Source: an optimization exercise on an open RTL-to-GDS flow (aim: small area, a short achievable clock period and few clock cycles per item). Production flows keep margins and buffers that such runs may drop.
Function was checked by simulation only, so behaviour that the tests miss may differ from the original.

$ cat design/flow/run.sh
#!/bin/bash
# synth_recipe.tcl (not shown) runs the flow's synth.tcl, then flattens the netlist and writes it again
# the make line also repeats each setting of config.mk as NAME=value (left out here)
make -C /OpenROAD-flow-scripts/flow DESIGN_CONFIG=/design/flow/config.mk WORK_HOME=/design/flow/orfs CLKGATE_MAP_FILE= SYNTH_SCRIPT=/design/flow/synth_recipe.tcl finish
$ cat design/flow/config.mk
export PLATFORM = sky130hd
export DESIGN_NAME = div_unit
export DESIGN_NICKNAME = div_unit
export VERILOG_FILES = /design/flow/design.v
export SDC_FILE = /design/flow/constraint.sdc
export NUM_CORES = 4
export LEC_CHECK = 0
export CAP_MARGIN = 20
export CORE_MARGIN = 2
export CORE_UTILIZATION = 40
export SLEW_MARGIN = 20
$ cat design/flow/constraint.sdc
create_clock -name core_clock -period 150.0 [get_ports {clk_i}]
set_input_delay 30.0000 -clock core_clock [delete_from_list [all_inputs] [get_ports {clk_i}]]
set_output_delay 30.0000 -clock core_clock [all_outputs]
set_load 0.01 [all_outputs]
$ cat design/flow/design.v
`timescale 1ns/1ps
`default_nettype none
module div_unit #(
    parameter integer LATENCY    = 32  
) (
    input  logic        clk_i,
    input  logic        rst_ni,
    input  logic        start_i,       
    input  logic [2:0]  op_type_i,     
    input  logic [31:0] operand_a_i,   
    input  logic [31:0] operand_b_i,   
    output logic [31:0] result_o,
    output logic        done_o,
    output logic        busy_o,
    output logic        exception_valid_o,
    output logic [31:0] exception_cause_o
);
    localparam integer DATA_WIDTH = 32;
    localparam logic [31:0] CAUSE_ILLEGAL_INSTRUCTION = 32'h2;
    localparam logic [2:0] OP_TYPE_DIV  = 3'b100;  
    localparam logic [2:0] OP_TYPE_DIVU = 3'b101;  
    localparam logic [2:0] OP_TYPE_REM  = 3'b110;  
    localparam logic [2:0] OP_TYPE_REMU = 3'b111;  
    logic [31:0] operand_a_q, operand_b_q;
    logic [2:0]  op_type_q;
    logic [31:0] div_result_signed;    
    logic [31:0] div_result_unsigned;  
    logic [31:0] rem_result_signed;    
    logic [31:0] rem_result_unsigned;  
    logic [LATENCY-1:0] busy_q;
    logic div_by_zero;
    logic signed_overflow;
    logic use_default_result;
    always_ff @(posedge clk_i or negedge rst_ni) begin
        if (!rst_ni) begin
            operand_a_q <= '0;
            operand_b_q <= '0;
            op_type_q   <= '0;
        end else if (start_i) begin
            operand_a_q <= operand_a_i;
            operand_b_q <= operand_b_i;
            op_type_q   <= op_type_i;
        end
    end
    assign div_by_zero = (operand_b_q == '0);
    assign signed_overflow = (operand_a_q == {1'b1, {(DATA_WIDTH-1){1'b0}}}) && (operand_b_q == {DATA_WIDTH{1'b1}});
    assign use_default_result = div_by_zero || signed_overflow;
    assign exception_valid_o = use_default_result;
    always_comb begin
        if (div_by_zero) begin
            exception_cause_o = CAUSE_ILLEGAL_INSTRUCTION;
        end else if (signed_overflow) begin
            exception_cause_o = CAUSE_ILLEGAL_INSTRUCTION;
        end else begin
            exception_cause_o = '0;
        end
    end
    assign div_result_signed   = ($signed(operand_a_q) / $signed(operand_b_q));
    assign div_result_unsigned = (operand_a_q / operand_b_q);
    assign rem_result_signed   = ($signed(operand_a_q) % $signed(operand_b_q));
    assign rem_result_unsigned = (operand_a_q % operand_b_q);
    always_comb begin
        if (use_default_result) begin
            case (op_type_q)
                OP_TYPE_DIV:  result_o = div_by_zero ? {DATA_WIDTH{1'b1}} : operand_a_q;  
                OP_TYPE_DIVU: result_o = div_by_zero ? {DATA_WIDTH{1'b1}} : div_result_unsigned;  
                OP_TYPE_REM:  result_o = div_by_zero ? operand_a_q : '0;  
                OP_TYPE_REMU: result_o = operand_a_q;  
                default:      result_o = '0;
            endcase
        end else begin
            case (op_type_q)
                OP_TYPE_DIV:  result_o = div_result_signed;    
                OP_TYPE_DIVU: result_o = div_result_unsigned;  
                OP_TYPE_REM:  result_o = rem_result_signed;    
                OP_TYPE_REMU: result_o = rem_result_unsigned;  
                default:      result_o = '0;
            endcase
        end
    end
    always_ff @(posedge clk_i or negedge rst_ni) begin
        if (!rst_ni) begin
            busy_q <= '0;
        end else begin
            if (start_i) begin
                busy_q <= {{(LATENCY-1){1'b0}}, 1'b1};  
            end else begin
                busy_q <= {busy_q[LATENCY-2:0], 1'b0};  
            end
        end
    end
    assign done_o = busy_q[LATENCY-1];  
    assign busy_o = |busy_q;  
endmodule
==> notes.md, run 1 <==
- Status: finished clean
- Clock latency on the worst-skew pair: 0.40 ns
- Post-synth EDFFs: 0
- Final HPWL from detailed placement: 265,000 um
- Worst path most repeated cell: sky130_fd_sc_hd__ha_1
- Final Max Slew Viols: 0
- Cell accounting for the most synthesized area: sky130_fd_sc_hd__ha_1
- Dominant register cell in the synthesized netlist: sky130_fd_sc_hd__dfrtp_1
- Area of the core: 167,000 um^2
- Count of vias placed by the detailed router: 79,300
- Total number of clock tree sinks: 99
- Count of buffers inserted at the top-level ports: 105
- Number of hold buffers added after CTS: 0
- Flip-flop and latch count after synthesis: 99
- Global-route wire length before repair: 482,000 um
- Drt first pass iters: 7
- ANT nets after route: 0
- Clk buf depth: 2
- Biggest area contributors in the synthesized netlist: sky130_fd_sc_hd__ha_1 20%, sky130_fd_sc_hd__xnor2_1 6.8%, sky130_fd_sc_hd__a21oi_1 6.5%, sky130_fd_sc_hd__nand2_1 5.9%, sky130_fd_sc_hd__nor2_1 5.6%
- Worst slack after detailed placement: approximately 23 ns
- Share of the synthesized area in the top cell type: 0.199
- Number of antenna violations at the first check in global routing: 18
- Slew headroom: 0.234
- Total congestion overflow: 0
- Clk pin slew, worst setup/hold paths: 0.10 ns
- Worst reg2reg path endpoint: operand_b_q[0]$_DFFE_PN0P_
- Syn Std Cell Area: 66,900 um^2
- Worst hold stages: 1
- Reg2reg start: operand_b_q[0]$_DFFE_PN0P_
- Layout-stage area growth over the synthesis result: 6.42%
- Class of the tightest hold or removal check: register to register
- GR Util All Layers: 0.372
- Net count, final: 10,900
- Final-layout setup total negative slack: 0 ns
- Slowest cell on the critical path: sky130_fd_sc_hd__a2111oi_4
- Required time of the critical path: 120.00 ns
- Crit path capture type: output port
- Period minus WS final: 130.75 ns
- Final Non-Filler Cells: 12,000
- Tcrit/Tclk final: 0.872
- Sequential element share of the synthesized area: 0.0371
- Capture endpoint of the worst hold path: busy_q[13]$_DFF_PN0_
- Number of rows in the core area: 150
- DRT iter0 DRCs: roughly 9,600
- Final hold viol count: 0
- Final setup violating endpoints: 0
- Number of remaining DRC errors: 0
- Data arrival, critical path: 100.75 ns
- Clock tree from TritonCTS: done
- Type of element launching the critical path: register
- Total length of routed wires: 331,000 um
- Number of setup buffers added after CTS: 0
- DR vias/cell: approximately 6.6
- Count of yosys warnings during synthesis: 1
- Detailed-route wire length per cell: 27.5 um
- Cell count after synthesis: 9,878
- Worst Hold Launch: busy_q[12]$_DFF_PN0_
- DIE AREA: about 170,000 um^2
- Chip height: 413 um
- Length in cells of the worst reg-to-reg path: 2
- Number of library cell types mapped by synthesis: around 110
- Number of I/O pins: 137
- Classification of the worst setup path: register to output port
- Final non-filler cell area: 71,200 um^2
- Starting utilization of the core area: 0.401
- CTS buffer count: 9
- Final RePlAce weighted congestion: ~1.1
- Biggest fanout along the worst timing path: 38
- Maximum number of pins on one net before global-route repair: 91
- Share of flip-flops with an asynchronous set or reset after synthesis: 1.00
- Via count of the first global-routing pass: 73,900
- Total of cells resized after clock tree synthesis: 0
- Achievable Freq: 7.65 MHz
- Cell Area, Placed: 70,800 um^2
- Placed Cells incl. Taps: 12,000
- Layout Skew: 0.00416 ns
- Worst-case setup margin in the final layout: 19.25 ns
- Syn avg cell area: 6.77 um^2
- Floorplan die width: 413 um
- Cell at the root of the clock tree: sky130_fd_sc_hd__clkbuf_16
- Layout cell share with drive strength beyond 1: 0.0615
- RSZ-0062 raised after global routing: no
- Delay contributed by the slowest stage of the critical path: between 0.9 and 1 ns
- Register-to-register setup slack: 147.49 ns
- CTS H-Tree Depth: 3
- Slew at the pin closest to its max-slew limit: 1.14 ns
- Max_cap viols: 0
- Launching element of the worst setup path: operand_b_q[0]$_DFFE_PN0P_
==> logic make-up (layout without fill, tap and decap cells) <==
| kind of cell | count (synthesis) | count (layout) | synth area share |
|---|---|---|---|
| buffers and inverters | 790 | 687 | 0.0468 |
| other | 1 | 38 | 0.0000561 |
| and+or+nand+nor | 3667 | 3667 | 0.260 |
| AOI/OAI and AO/OA | 3252 | 3252 | 0.320 |
| DFF | 99 | 99 | 0.0371 |
| adders and majority gates | 1065 | 1065 | 0.200 |
| muxes | 175 | 175 | 0.0283 |
| xor gates and xnor gates | 829 | 829 | 0.109 |
==> flip-flops by register name, indices dropped and copies added (netlist names) <==
| register | flops |
|---|---|
| operand_a_q | 32 |
| operand_b_q | 32 |
| op_type_q | 3 |
| busy_q | 32 |
==> layout make-up <==
type / count / area (um^2)
Antenna cell: 7 / 17.5
Clock buffer: 9 / 225
Timing Repair Buffer: 289 / 2430
Multi-Input combinational cell: 9019 / 61700
Clock inverter: 7 / 76.3
Fill cell: 17500 / 95500
Sequential cell: 99 / 2480
Inverter: 382 / 1440
Tap cell: 2204 / 2760
==> worst max path at each step <==
stage	to	slack, ns
4_1_cts	result_o[25]	22.14
3_5_place_dp	result_o[25]	22.95
5_1_grt	result_o[30]	14.25
2_1_floorplan	result_o[30]	37.28
6_report	result_o[25]	19.25
3_3_place_gp	result_o[25]	24.78
==> Yosys cell counts (145+ instances only) <==
library cell               number
sky130_fd_sc_hd__xnor2_1      522
sky130_fd_sc_hd__nand3_1      264
sky130_fd_sc_hd__clkbuf_1     308
sky130_fd_sc_hd__xor2_1       306
sky130_fd_sc_hd__a21oi_1      868
sky130_fd_sc_hd__nand2_1     1050
sky130_fd_sc_hd__o21a_1       280
sky130_fd_sc_hd__a31oi_1      149
sky130_fd_sc_hd__a21o_1       320
sky130_fd_sc_hd__nor2b_1      145
sky130_fd_sc_hd__inv_1        380
sky130_fd_sc_hd__o21ai_0      616
sky130_fd_sc_hd__nor2_1       994
sky130_fd_sc_hd__or3_1        148
sky130_fd_sc_hd__ha_1        1063
sky130_fd_sc_hd__nor3_1       374
==> worst max-delay path, delay by kind of cell, from the launching register on <==
kind,cells,cell delay (ns)
AO/OA/AOI/OAI,157,47.49
XOR/XNOR,2,0.40
adder cells (fa/ha/maj),32,11.10
buffers and inverters,23,6.52
flip-flops,1,0.65
multiplexers,4,1.34
AND/OR/NAND/NOR,115,32.62
==> placed cells by master (no fill, tap or decap), types with 114 or more instances in the layout <==
master,instances
sky130_fd_sc_hd__a21oi_1,864
sky130_fd_sc_hd__xor2_1,305
sky130_fd_sc_hd__nand2_1,1049
sky130_fd_sc_hd__nor2b_1,145
sky130_fd_sc_hd__inv_1,371
sky130_fd_sc_hd__nor2_1,985
sky130_fd_sc_hd__buf_4,183
sky130_fd_sc_hd__or3_1,148
sky130_fd_sc_hd__xnor2_1,502
sky130_fd_sc_hd__nor3_1,370
sky130_fd_sc_hd__o21a_1,280
sky130_fd_sc_hd__a21o_1,320
sky130_fd_sc_hd__o211ai_1,114
sky130_fd_sc_hd__nand4_1,122
sky130_fd_sc_hd__o21ai_0,613
sky130_fd_sc_hd__nand3_1,264
sky130_fd_sc_hd__ha_1,1063
sky130_fd_sc_hd__a31oi_1,147
==> layer usage <==
metal	up-vias	share of wire	track usage
met5	-	0.00033	0
met4	14	0.061	0.189
met3	901	0.11	0.0699
met2	4389	0.41	0.556
met1	37700	0.42	0.506
li1	36400	-	-
==> per-stage QoR <==
step            util  hold WS, ns
2_1_floorplan      -        0.465
3_3_place_gp   0.425        0.476
3_5_place_dp   0.425        0.488
4_1_cts        0.427        0.511
5_1_grt        0.427        0.518
6_report       0.427        0.503
Testbench counts, summed over its fixed seeds: cycles 51,208, ops 1,600.
==> run 2: changes to the inputs <==
==> design/flow/design.v (replaced) <==
`timescale 1ns/1ps
`default_nettype none
module div_unit #(
    parameter integer K = 4
) (
    input  logic        clk_i,
    input  logic        rst_ni,
    input  logic        start_i,
    input  logic [2:0]  op_type_i,
    input  logic [31:0] operand_a_i,
    input  logic [31:0] operand_b_i,
    output logic [31:0] result_o,
    output logic        done_o,
    output logic        busy_o,
    output logic        exception_valid_o,
    output logic [31:0] exception_cause_o
);
    localparam integer W  = 32 + K - 1;           
    localparam integer MM = (32 + K - 1) / K;     
    logic        busy_q, done_q, first_q;
    logic [3:0]  cnt_q;
    logic [2:0]  op_q;
    logic [31:0] r_q, d_q, q_q;
    logic        nq_q, nr_q, bz_q, exc_q;
    logic        sgn;
    logic [31:0] abs_a, abs_b;
    logic [5:0]  la, lb;
    logic signed [7:0] n;
    logic [3:0]  m;
    logic [W-1:0] d_al;
    logic        bz, ovf;
    assign sgn   = ~op_q[0];
    assign abs_a = (sgn & r_q[31]) ? (~r_q + 32'd1) : r_q;
    assign abs_b = (sgn & d_q[31]) ? (~d_q + 32'd1) : d_q;
    assign bz    = (d_q == 32'd0);
    assign ovf   = (r_q == 32'h80000000) && (d_q == 32'hFFFFFFFF);
    always_comb begin
        la = 6'd0;
        lb = 6'd0;
        for (int i = 0; i < 32; i++) begin
            if (abs_a[i]) la = 6'(i + 1);
            if (abs_b[i]) lb = 6'(i + 1);
        end
    end
    assign n = $signed({2'b00, la}) - $signed({2'b00, lb}) + 8'sd1;
    always_comb begin
        m = 4'd1;
        for (int j = 2; j <= MM; j++)
            if (n > (j - 1) * K) m = 4'(j);
    end
    always_comb begin
        d_al = '0;
        for (int j = 1; j <= MM; j++)
            if (m == 4'(j)) d_al = W'({{(K-1){1'b0}}, abs_b}) << (j * K - 1);
    end
    logic [W-1:0]  dcur;
    logic [31:0]   rs [0:K];
    logic [K-1:0]  qb;
    logic [31:0]   qbase;
    assign dcur  = first_q ? d_al : W'(d_q);
    assign rs[0] = first_q ? abs_a : r_q;
    assign qbase = first_q ? 32'd0 : q_q;
    for (genvar j = 0; j < K; j++) begin : g_step
        logic [W-1:0] dj;
        logic         hi;
        logic [32:0]  diff;
        assign dj   = dcur >> j;
        if (W - j > 32) begin : g_hi
            assign hi = |dj[W-1:32];
        end else begin : g_nohi
            assign hi = 1'b0;
        end
        assign diff = {1'b0, rs[j]} - {1'b0, dj[31:0]};
        assign qb[K-1-j] = ~hi & ~diff[32];
        assign rs[j+1] = qb[K-1-j] ? diff[31:0] : rs[j];
    end
    logic        last, nq, nr, bzc;
    logic [31:0] qf, x, res;
    logic        neg;
    assign last = first_q ? (m == 4'd1) : (cnt_q == 4'd1);
    assign nq   = first_q ? (sgn & (r_q[31] ^ d_q[31])) : nq_q;
    assign nr   = first_q ? (sgn & r_q[31]) : nr_q;
    assign bzc  = first_q ? bz : bz_q;
    assign qf   = {qbase[31-K:0], qb};
    assign x    = op_q[1] ? rs[K] : qf;
    assign neg  = op_q[1] ? nr : nq;
    always_comb begin
        res = (x ^ {32{neg}}) + {31'd0, neg};
        if (bzc & ~op_q[1]) res = 32'hFFFFFFFF;
        if (~op_q[2]) res = 32'd0;
    end
    always_ff @(posedge clk_i or negedge rst_ni) begin
        if (!rst_ni) begin
            busy_q <= 1'b0;
            done_q <= 1'b0;
        end else if (start_i) begin
            busy_q <= 1'b1;
            done_q <= 1'b0;
        end else if (done_q) begin
            busy_q <= 1'b0;
            done_q <= 1'b0;
        end else if (busy_q && last) begin
            done_q <= 1'b1;
        end
    end
    always_ff @(posedge clk_i) begin
        if (start_i) begin
            r_q     <= operand_a_i;
            d_q     <= operand_b_i;
            op_q    <= op_type_i;
            first_q <= 1'b1;
        end else if (busy_q && !done_q) begin
            first_q <= 1'b0;
            r_q     <= rs[K];
            d_q     <= 32'(dcur >> K);
            q_q     <= last ? res : qf;
            cnt_q   <= (first_q ? m : cnt_q) - 4'd1;
            if (first_q) begin
                nq_q  <= sgn & (r_q[31] ^ d_q[31]);
                nr_q  <= sgn & r_q[31];
                bz_q  <= bz;
                exc_q <= bz | ovf;
            end
        end
    end
    assign result_o          = q_q;
    assign done_o            = done_q;
    assign busy_o            = busy_q;
    assign exception_valid_o = exc_q;
    assign exception_cause_o = {30'd0, exc_q, 1'b0};
endmodule
==> notes.md, run 2 <==
- Cell at the root of the clock tree: sky130_fd_sc_hd__clkbuf_16
- Count leader, synth: sky130_fd_sc_hd__nor2_1
- Clock tree from TritonCTS: done
- Net count, final: 2,993 (-73%)
- Total number of clock tree sinks: 110 (+11%)
- Length in cells of the worst reg-to-reg path: 85 (+83)
- Final-layout setup total negative slack: 0 ns (unchanged)
- Clk buf depth: 2 (unchanged)
- Total length of routed wires: 88,500 um (-73%)
- Reg2reg start: op_q[0]$_DFFE_PP_
- Number of hold buffers added after CTS: 0 (unchanged)
- Leading cell type in the layout, fill and taps excluded: sky130_fd_sc_hd__nor2_1
- Period minus WS final: 31.41 ns (-99.34 ns)
- Crit path buf inv count: 1 (-96%)
- Drt first pass iters: 7 (unchanged)
- Top cell family by delay on the critical path: buffers and inverters
- Share of the synthesized area in the top cell type: 0.158 (-0.0405)
- Type of element launching the critical path: register
- RSZ-0062 raised after global routing: no
- Worst hold stages: 2 (+1)
- Highest Signal Layer: met5
- Class of the tightest hold or removal check: register to register
- Number of setup buffers added after CTS: 0 (unchanged)
- Starting utilization of the core area: 0.405 (+0.00396)
- GR Util All Layers: 0.326 (-0.0454)
- Dominant register cell in the synthesized netlist: sky130_fd_sc_hd__edfxtp_1
- Cell Area, Placed: 22,000 um^2 (-69%)
- Final hold viol count: 0 (unchanged)
- Clk pin slew, worst setup/hold paths: 0.10 ns (about the same)
- Number of antenna violations at the first check in global routing: 4 (-14)
- Tcrit/Tclk final: 0.209 (-0.662)
- CTS buffer count: 9 (unchanged)
- Syn avg cell area: 7.38 um^2 (+9.1%)
- Number of rows in the core area: 82 (-45%)
- Clock latency on the worst-skew pair: 0.41 ns (about the same)
- Crit path capture type: output port
- Total congestion overflow: 0 (unchanged)
- Registers with the most flip-flops: d_q x32, q_q x32, r_q x32
- Count of buffers inserted at the top-level ports: 105 (unchanged)
- Worst Hold Launch: bz_q$_DFFE_PP_
- Number of stages on the worst setup path: 1 (-99.7%)
- Biggest fanout along the worst timing path: 4 (-89%)
- Cell count after synthesis: 2,748 (-72%)
- Commonest cells after routing, fill and taps aside: 263 x sky130_fd_sc_hd__nor2_1, 259 x sky130_fd_sc_hd__nand2_1, 247 x sky130_fd_sc_hd__a21oi_1, 165 x sky130_fd_sc_hd__o21ai_0, 163 x sky130_fd_sc_hd__xnor2_1
- Post-synth EDFFs: 107 (+107)
- Maximum number of pins on one net before global-route repair: 73 (-20%)
- Slowest cell on the critical path: sky130_fd_sc_hd__clkdlybuf4s50_1
- Final HPWL from detailed placement: 70,100 um (-74%)
- Number of I/O pins: 137 (unchanged)
- Required time of the critical path: 120.00 ns (about the same)
- Flip-flop and latch count after synthesis: 110 (+11%)
- Met3 Wirelength: 7520 um (-79%)
- Layout Skew: 0.0266 ns (+0.0225 ns)
- Commonest cells in the synthesized netlist: 266 x sky130_fd_sc_hd__nor2_1, 259 x sky130_fd_sc_hd__nand2_1, 248 x sky130_fd_sc_hd__a21oi_1
- Layout-stage area growth over the synthesis result: 10.3%
- Share of flip-flops with an asynchronous set or reset after synthesis: 0.0182 (-0.982)
- Final setup violating endpoints: 0 (unchanged)
- Routed length on met2: 40,500 um (-70%)
- Met1 wire length: 35,000 um (-75%)
- Max_cap viols: 0 (unchanged)
- Launching element of the worst setup path: q_q[7]$_DFFE_PP_
- Sequential element share of the synthesized area: 0.162 (+0.125)
- Status: finished clean
- Final Max Slew Viols: 0 (unchanged)
- Final non-filler cell area: 22,400 um^2 (-69%)
- Via count of the first global-routing pass: 20,900 (-72%)
- Detailed-route wire length per cell: 25.6 um (-7.0%)
- Slew headroom: 0.250 (+0.0158)
- DIE AREA: 52,500 um^2 (-69%)
- DR vias/cell: 6.51 (-1.4%)
- Cell accounting for the most synthesized area: sky130_fd_sc_hd__edfxtp_1
- Global-route wire length before repair: 131,000 um (-73%)
- CTS H-Tree Depth: 3 (unchanged)
- Count of vias placed by the detailed router: 22,500 (-72%)
- Worst-path cell chain: clkdlybuf4s50_1
- Chip height: 229 um (-44%)
- Total of cells resized after clock tree synthesis: 0 (unchanged)
- Slew at the pin closest to its max-slew limit: 1.12 ns (-0.0188 ns)
- Total of fill cells in the finished design: 5,208 (-70%)
- Syn Std Cell Area: 20,300 um^2 (-70%)
- Achievable Freq: 31.8 MHz (+320%)
- DRT iter0 DRCs: 3,081 (-68%)
- ANT nets after route: 0 (unchanged)
- Delay contributed by the slowest stage of the critical path: 0.57 ns (-0.39 ns)
- Layout cell share with drive strength beyond 1: 0.0704 (+0.00890)
- Biggest area contributors in the synthesized netlist: sky130_fd_sc_hd__edfxtp_1 16%, sky130_fd_sc_hd__ha_1 8.6%, sky130_fd_sc_hd__xnor2_1 7.0%, sky130_fd_sc_hd__a21oi_1 6.1%, sky130_fd_sc_hd__nor2_1 4.9%
- Number of library cell types mapped by synthesis: 107 (-1.8%)
- Count of yosys warnings during synthesis: 2 (+1)
- Data arrival, critical path: 1.41 ns (-99.34 ns)
- Area of the core: 50,100 um^2 (-70%)
- Final RePlAce weighted congestion: 1.02 (-5.7%)
- Number of remaining DRC errors: 0 (unchanged)
- Classification of the worst setup path: register to output port
- Floorplan die width: 229 um (-44%)
[run 2: logic make-up (layout without fill, tap and decap cells)]
family,Yosys count,in the layout,synth area share
muxes,80,80,0.0412
DFF,110,110,0.162
and+or+nand+nor,906,906,0.215
other,1,32,0.000185
adders and majority gates,144,144,0.0907
xor gates and xnor gates,255,255,0.110
AOI/OAI and AO/OA,941,941,0.316
buffers and inverters,311,317,0.0646
[run 2: stage by stage]
step	utilization	hold slack [ns]	setup WS (ns)	std cells
floorplan	-	0.550	117.45	2778
global placement	0.440	0.589	118.26	3439
detailed placement	0.440	0.590	118.23	3439
CTS	0.446	0.610	118.58	3455
global route	0.447	0.622	118.55	3456
finish	0.447	0.613	118.59	3457
[run 2: layout make-up]
type	instances	area, um^2	share of cell area
repair buffers	178	1620	0.0722
clock inverters	7	85.1	0.00380
diodes	1	2.50	0.000112
well taps	672	841	0.0376
multi-input cells	2357	15900	0.709
clock buffers	9	225	0.0101
inverters	123	462	0.0206
flip-flops and latches	110	3280	0.147
[run 2: path summary, 6_finish.rpt]
path                       slack [ns]                 end
max reg2reg                    123.87   q_q[28]$_DFFE_PP_
max                            118.59         result_o[7]
max in group asynchronous      120.13  busy_q$_DFFE_PN0P_
min in group asynchronous       29.75  busy_q$_DFFE_PN0P_
min                              0.61      bz_q$_DFFE_PP_
min reg2reg                      0.61      bz_q$_DFFE_PP_
[run 2: routing by layer]
layer / vias up / track usage
met2: 1257 / 0.534
met3: 219 / 0.0458
met5: - / 0
li1: 10300 / -
met4: 4 / 0.187
met1: 10700 / 0.412
Testbench counts of run 2, summed over its fixed seeds: cycles 5,628, ops 1,600.

re-timing with driven ports:
Ports are ideal in the flow. The routed layouts listed here were re-timed in OpenROAD. Step 1, drivers: a clkbuf_16 drives clk_i and a buf_2 each remaining input, both assumed. Step 2 also shifts input and output timing later by t, the mid clock arrival at the registers, as if the neighbouring blocks saw the same clock. Slacks: ideal ports / drivers / drivers and shift; pairs: ideal ports / drivers.
run | shift t [ns] | slack for setup (ns) | latest minus earliest clock arrival (ns)
run 1 | 0.465 | 19.250 / 19.191 / 19.655 | 0.040 / 0.039
run 2 | 0.452 | 118.590 / 118.532 / 118.210 | 0.026 / 0.027
After both steps every run listed still meets setup and hold. The setup slack of run 2, which loses most, moves by -0.058 ns with the drivers and by -0.380 ns with both steps.
